From an optimization exercise on the open Yosys and OpenROAD flow, aimed at small area; shortcuts taken in it are not production practice.
RTL that was checked went through simulation tests only; none was proved equivalent to the original.
No driver is modelled on the clock port, so clocking that relies on it looks cheaper here than on a real chip.

==> module digi_clock, before the edit <==
module digi_clock ( clk, sw, btn, seg, Led, an );
input clk ;
input [7:0] sw ;
input [3:0] btn ;
output [4:1] Led ;
output [7:0] seg ;
output [3:0] an ;
wire rst  = btn[3] ;
wire load = btn[2] ;
wire hp   = btn[1] ;
wire mp   = btn[0] ;
reg [8:0] t ;
wire tick10 = t[8] & t[7] & t[3] & t[2] & t[1] & t[0] ;    
always @(posedge clk)
  if (rst | tick10) t <= 9'd0 ;
  else              t <= t + 9'd1 ;
wire [1:0] cnt = t[3:2] ;
reg [3:0] d ;
wire d_last = d[3] & d[0] ;             
wire tick1  = tick10 & d[3] & d[0] & ~d[1] ;
always @(posedge clk)
  if (rst)          d <= 4'b1011 ;
  else if (tick10)  d <= d_last ? {3'b000, d[1]} : d + 4'd1 ;
wire blink = d[0] ;
wire [4:0] ren = {sw[4:1], sw[7]} ;
wire em = tick10 & mp ;
wire eh = tick10 & ~mp & hp ;
wire [5:0] rm0, rm1, rm2, rm3, rm4 ;
wire [4:0] rh0, rh1, rh2, rh3, rh4 ;
hm_reg r0 (.clk(clk), .rst(rst), .em(em & ren[0]), .eh(eh & ren[0]), .m(rm0), .h(rh0)) ;
hm_reg r1 (.clk(clk), .rst(rst), .em(em & ren[1]), .eh(eh & ren[1]), .m(rm1), .h(rh1)) ;
hm_reg r2 (.clk(clk), .rst(rst), .em(em & ren[2]), .eh(eh & ren[2]), .m(rm2), .h(rh2)) ;
hm_reg r3 (.clk(clk), .rst(rst), .em(em & ren[3]), .eh(eh & ren[3]), .m(rm3), .h(rh3)) ;
hm_reg r4 (.clk(clk), .rst(rst), .em(em & ren[4]), .eh(eh & ren[4]), .m(rm4), .h(rh4)) ;
reg [5:0] cs, cm ;
reg [4:0] ch ;
wire s59 = cs[5] & cs[4] & cs[3] & cs[1] & cs[0] ;
wire m59 = cm[5] & cm[4] & cm[3] & cm[1] & cm[0] ;
wire h23 = ch[4] & ch[2] & ch[1] & ch[0] ;
wire ld  = sw[7] & load ;
wire cz  = rst | (tick1 & s59 & m59 & h23) ;
wire lz  = tick1 & ld ;
wire sz  = cz | lz | (tick1 & s59) ;
wire mz  = cz | (tick1 & ~ld & s59 & m59) ;
wire ces = tick1 ;
wire cem = tick1 & s59 ;
wire ceh = tick1 & s59 & m59 ;
wire [5:0] ts = {ces & (&cs[4:0]), ces & (&cs[3:0]), ces & (&cs[2:0]), ces & (&cs[1:0]), ces & cs[0], ces} ;
wire [5:0] tm = {cem & (&cm[4:0]), cem & (&cm[3:0]), cem & (&cm[2:0]), cem & (&cm[1:0]), cem & cm[0], cem} ;
wire [4:0] th = {ceh & (&ch[3:0]), ceh & (&ch[2:0]), ceh & (&ch[1:0]), ceh & ch[0], ceh} ;
always @(posedge clk) begin
  cs <= sz ? 6'd0 : cs ^ ts ;
  cm <= mz ? 6'd0 : lz ? rm0 : cm ^ tm ;
  ch <= cz ? 5'd0 : lz ? rh0 : ch ^ th ;
end
wire any_en = |sw[4:1] ;
wire c0 = ~cnt[1] & ~cnt[0] ;
wire c1 = ~cnt[1] &  cnt[0] ;
wire c2 =  cnt[1] & ~cnt[0] ;
wire c3 =  cnt[1] &  cnt[0] ;
wire e3 =  sw[4] & ~sw[3] & ~sw[2] & ~sw[1] ;
wire e2 = ~sw[4] &  sw[3] & ~sw[2] & ~sw[1] ;
wire e1 = ~sw[4] & ~sw[3] &  sw[2] & ~sw[1] ;
wire k0 = any_en ? ~(e1 | e2 | e3) : c0 ;
wire k1 = any_en ? e1 : c1 ;
wire k2 = any_en ? e2 : c2 ;
wire k3 = any_en ? e3 : c3 ;
wire [5:0] am = ({6{k0}} & rm1) | ({6{k1}} & rm2) | ({6{k2}} & rm3) | ({6{k3}} & rm4) ;
wire [4:0] ah = ({5{k0}} & rh1) | ({5{k1}} & rh2) | ({5{k2}} & rh3) | ({5{k3}} & rh4) ;
wire ring = ~any_en & sw[5] & (blink | ~sw[6]) & (am == cm) & (ah == ch) ;
assign Led[1] = ring & c0 ;
assign Led[2] = ring & c1 ;
assign Led[3] = ring & c2 ;
assign Led[4] = ring & c3 ;
wire dS = sw[7] ;
wire dA = ~sw[7] & any_en ;
wire dC = ~sw[7] & ~any_en ;
wire dSm = dS & ~cnt[1] ;
wire dSh = dS &  cnt[1] ;
wire dAm = dA & ~cnt[1] ;
wire dAh = dA &  cnt[1] ;
wire dCs = dC &  sw[0] & ~cnt[1] ;
wire dCm = dC & (sw[0] ~^ cnt[1]) ;
wire dCh = dC & ~sw[0] &  cnt[1] ;
wire [5:0] v = ({6{dSm}} & rm0) | ({6{dSh}} & {1'b0, rh0}) |
               ({6{dAm}} & am)  | ({6{dAh}} & {1'b0, ah})  |
               ({6{dCs}} & cs)  | ({6{dCm}} & cm) | ({6{dCh}} & {1'b0, ch}) ;
wire [2:0] tens  = v / 6'd10 ;
wire [5:0] units = v - {tens, 3'b000} - {2'b00, tens, 1'b0} ;
wire [3:0] hex = cnt[0] ? {1'b0, tens} : units[3:0] ;
assign an = ~(4'b0001 << cnt) ;
reg [6:0] sg ;
always @(*)
  case (hex)
    4'd1: sg = 7'b1111001 ;
    4'd2: sg = 7'b0100100 ;
    4'd3: sg = 7'b0110000 ;
    4'd4: sg = 7'b0011001 ;
    4'd5: sg = 7'b0010010 ;
    4'd6: sg = 7'b0000010 ;
    4'd7: sg = 7'b1111000 ;
    4'd8: sg = 7'b0000000 ;
    4'd9: sg = 7'b0010000 ;
    default: sg = 7'b1000000 ;
  endcase
assign seg = {1'b1, sg} ;
endmodule
==> flow/config.mk <==
export PLATFORM = sky130hd
export DESIGN_NAME = digi_clock
export DESIGN_NICKNAME = digi_clock
export VERILOG_FILES = /design/flow/design.v
export SDC_FILE = /design/flow/constraint.sdc
export NUM_CORES = 4
export LEC_CHECK = 0
export ABC_AREA = 1
export CAP_MARGIN = 20
export CORE_MARGIN = 2
export CORE_UTILIZATION = 70
export SLEW_MARGIN = 20
==> flow/constraint.sdc <==
create_clock -name core_clock -period 10.0 [get_ports {clk}]
set_input_delay 2.0000 -clock core_clock [delete_from_list [all_inputs] [get_ports {clk}]]
set_output_delay 2.0000 -clock core_clock [all_outputs]
set_load 0.01 [all_outputs]
standard.sh (not shown) runs the stock make flow with config.mk's settings and CLKGATE_MAP_FILE= SYNTH_SCRIPT=/design/flow/synth_recipe.tcl, a recipe that flattens the netlist after the stock synthesis.
==> flow/flow/run.sh <==
#!/bin/bash
# Layout flow: the standard ORFS flow (standard.sh), with these changes:
#  - synthesis maps the logic with area-oriented ABC scripts in place of
#    ORFS's delay-oriented one: it synthesizes once with each of
#    flow/abc*.script and keeps the script whose netlist has the smallest
#    cell area (ties: the first). Adders are not mapped to half/full-adder
#    cells (ADDER_MAP_FILE empty). The registers are mapped by dfflibmap
#    before ABC runs, exactly as in the standard synthesis, so they keep
#    their names and cells;
#  - the port buffers are the smallest buffer cell (buf_1);
set -euo pipefail
here=$(pwd)
cts_args=$(cat "$here/flow/cts_args")
stat_file="$here/orfs/reports/sky130hd/digi_clock/base/synth_stat.txt"
best=""; best_area=""
for s in "$here"/flow/abc*.script; do
  n=$(basename "$s" .script)
  rm -rf "$here/scripts_abc" "$here/orfs"
  cp -r "$FLOW_HOME/scripts" "$here/scripts_abc"
  cp "$s" "$here/scripts_abc/abc_area.script"
  bash standard.sh SCRIPTS_DIR="$here/scripts_abc" ABC_AREA=1 ADDER_MAP_FILE= \
    synth > "$here/flow_make_synth_$n.log" 2>&1 || continue
  a=$(awk '/Chip area for module/{print $NF}' "$stat_file" | tail -1)
  echo "$n $a" >> "$here/synth_areas.txt"
  if [[ -z "$best" ]] || awk -v a="$a" -v b="$best_area" 'BEGIN{exit !(a < b)}'; then
    best="$s"; best_area="$a"
  fi
done
echo "chosen: $(basename "$best") $best_area" >> "$here/synth_areas.txt"
rm -rf "$here/scripts_abc" "$here/orfs"
cp -r "$FLOW_HOME/scripts" "$here/scripts_abc"
cp "$best" "$here/scripts_abc/abc_area.script"
bash standard.sh SCRIPTS_DIR="$here/scripts_abc" ABC_AREA=1 ADDER_MAP_FILE= \
  BUFFER_PORTS_ARGS="-buffer_cell sky130_fd_sc_hd__buf_1" \
  CTS_ARGS="$cts_args" POST_CTS_TCL="$here/flow/post_cts.tcl" finish > "$here/flow_make.log" 2>&1
Other scripts of this flow, unchanged in this note and not shown: flow/flow/abc1.script, flow/flow/abc2.script, flow/flow/abc3.script, flow/flow/abc4.script, flow/flow/abc5.script, flow/flow/abc6.script, flow/flow/abc7.script, flow/flow/abc8.script, flow/flow/abc9.script, flow/flow/cts_args, flow/flow/post_cts.tcl
Change:
--- a/flow/design.v
+++ b/flow/design.v
@@ -38,23 +38,21 @@
 wire s59 = cs[5] & cs[4] & cs[3] & cs[1] & cs[0] ;
 wire m59 = cm[5] & cm[4] & cm[3] & cm[1] & cm[0] ;
 wire h23 = ch[4] & ch[2] & ch[1] & ch[0] ;
 wire ld  = sw[7] & load ;
 wire cz  = rst | (tick1 & s59 & m59 & h23) ;
-wire lz  = tick1 & ld ;
-wire sz  = cz | lz | (tick1 & s59) ;
+wire sz  = cz | (tick1 & (ld | s59)) ;
 wire mz  = cz | (tick1 & ~ld & s59 & m59) ;
-wire ces = tick1 ;
-wire cem = tick1 & s59 ;
-wire ceh = tick1 & s59 & m59 ;
-wire [5:0] ts = {ces & (&cs[4:0]), ces & (&cs[3:0]), ces & (&cs[2:0]), ces & (&cs[1:0]), ces & cs[0], ces} ;
-wire [5:0] tm = {cem & (&cm[4:0]), cem & (&cm[3:0]), cem & (&cm[2:0]), cem & (&cm[1:0]), cem & cm[0], cem} ;
-wire [4:0] th = {ceh & (&ch[3:0]), ceh & (&ch[2:0]), ceh & (&ch[1:0]), ceh & ch[0], ceh} ;
 always @(posedge clk) begin
-  cs <= sz ? 6'd0 : cs ^ ts ;
-  cm <= mz ? 6'd0 : lz ? rm0 : cm ^ tm ;
-  ch <= cz ? 5'd0 : lz ? rh0 : ch ^ th ;
+  if (sz)         cs <= 6'd0 ;
+  else if (tick1) cs <= cs + 6'd1 ;
+  if (mz)         cm <= 6'd0 ;
+  else if (tick1 & ld) cm <= rm0 ;
+  else if (tick1 & s59) cm <= cm + 6'd1 ;
+  if (cz)         ch <= 5'd0 ;
+  else if (tick1 & ld) ch <= rh0 ;
+  else if (tick1 & s59 & m59) ch <= ch + 5'd1 ;
 end
 wire any_en = |sw[4:1] ;
 wire c0 = ~cnt[1] & ~cnt[0] ;
 wire c1 = ~cnt[1] &  cnt[0] ;
 wire c2 =  cnt[1] & ~cnt[0] ;
@@ -84,13 +82,15 @@
 wire dCm = dC & (sw[0] ~^ cnt[1]) ;
 wire dCh = dC & ~sw[0] &  cnt[1] ;
 wire [5:0] v = ({6{dSm}} & rm0) | ({6{dSh}} & {1'b0, rh0}) |
                ({6{dAm}} & am)  | ({6{dAh}} & {1'b0, ah})  |
                ({6{dCs}} & cs)  | ({6{dCm}} & cm) | ({6{dCh}} & {1'b0, ch}) ;
-wire [2:0] tens  = v / 6'd10 ;
-wire [5:0] units = v - {tens, 3'b000} - {2'b00, tens, 1'b0} ;
-wire [3:0] hex = cnt[0] ? {1'b0, tens} : units[3:0] ;
+reg [3:0] hex ;
+always @(*) begin
+  if (cnt[0]) hex = v / 6'd10 ;
+  else        hex = v % 6'd10 ;
+end
 assign an = ~(4'b0001 << cnt) ;
 reg [6:0] sg ;
 always @(*)
   case (hex)
     4'd1: sg = 7'b1111001 ;
After rerunning: The changed run finished with timing, DRC and antenna clean. Non-clock buffer count does not change. Hold slack stays flat. Die area rises by 0.83%. Critical path depth shrinks by 3. Routed wire length rose by 9.6%. Design area grows by 0.75%.
Only the layout flow was run in the first run of this note; the RTL was not checked for function there.

-- afterwards: timing with drivers on the ports --
The flow's constraints put no driver on any port. The routed layouts listed below were extracted and timed again, unchanged, in two steps. Step 1 sets driving cells, clkbuf_16 on the clock port and buf_2 on the other inputs (assumed; they add their load-dependent delay and slew). Step 2 adds t to the input delays and takes it off the output delays; t is the mean of the earliest and latest rising clock arrival at the registers after step 1. Input paths then give back, and output paths get back, about the clock's delay inside the block. a / b / c = no drivers / after step 1 / after step 2; a / b = the first two.
run | t (ns) | slack for setup (ns) | worst hold slack (ns)
the first run | 0.797 | 0.740 / 0.719 / 0.719 | 0.474 / 0.474 / 0.474
the second run | 0.795 | 1.354 / 1.333 / 1.333 | 0.474 / 0.474 / 0.474
After both steps every run listed still meets setup and hold.
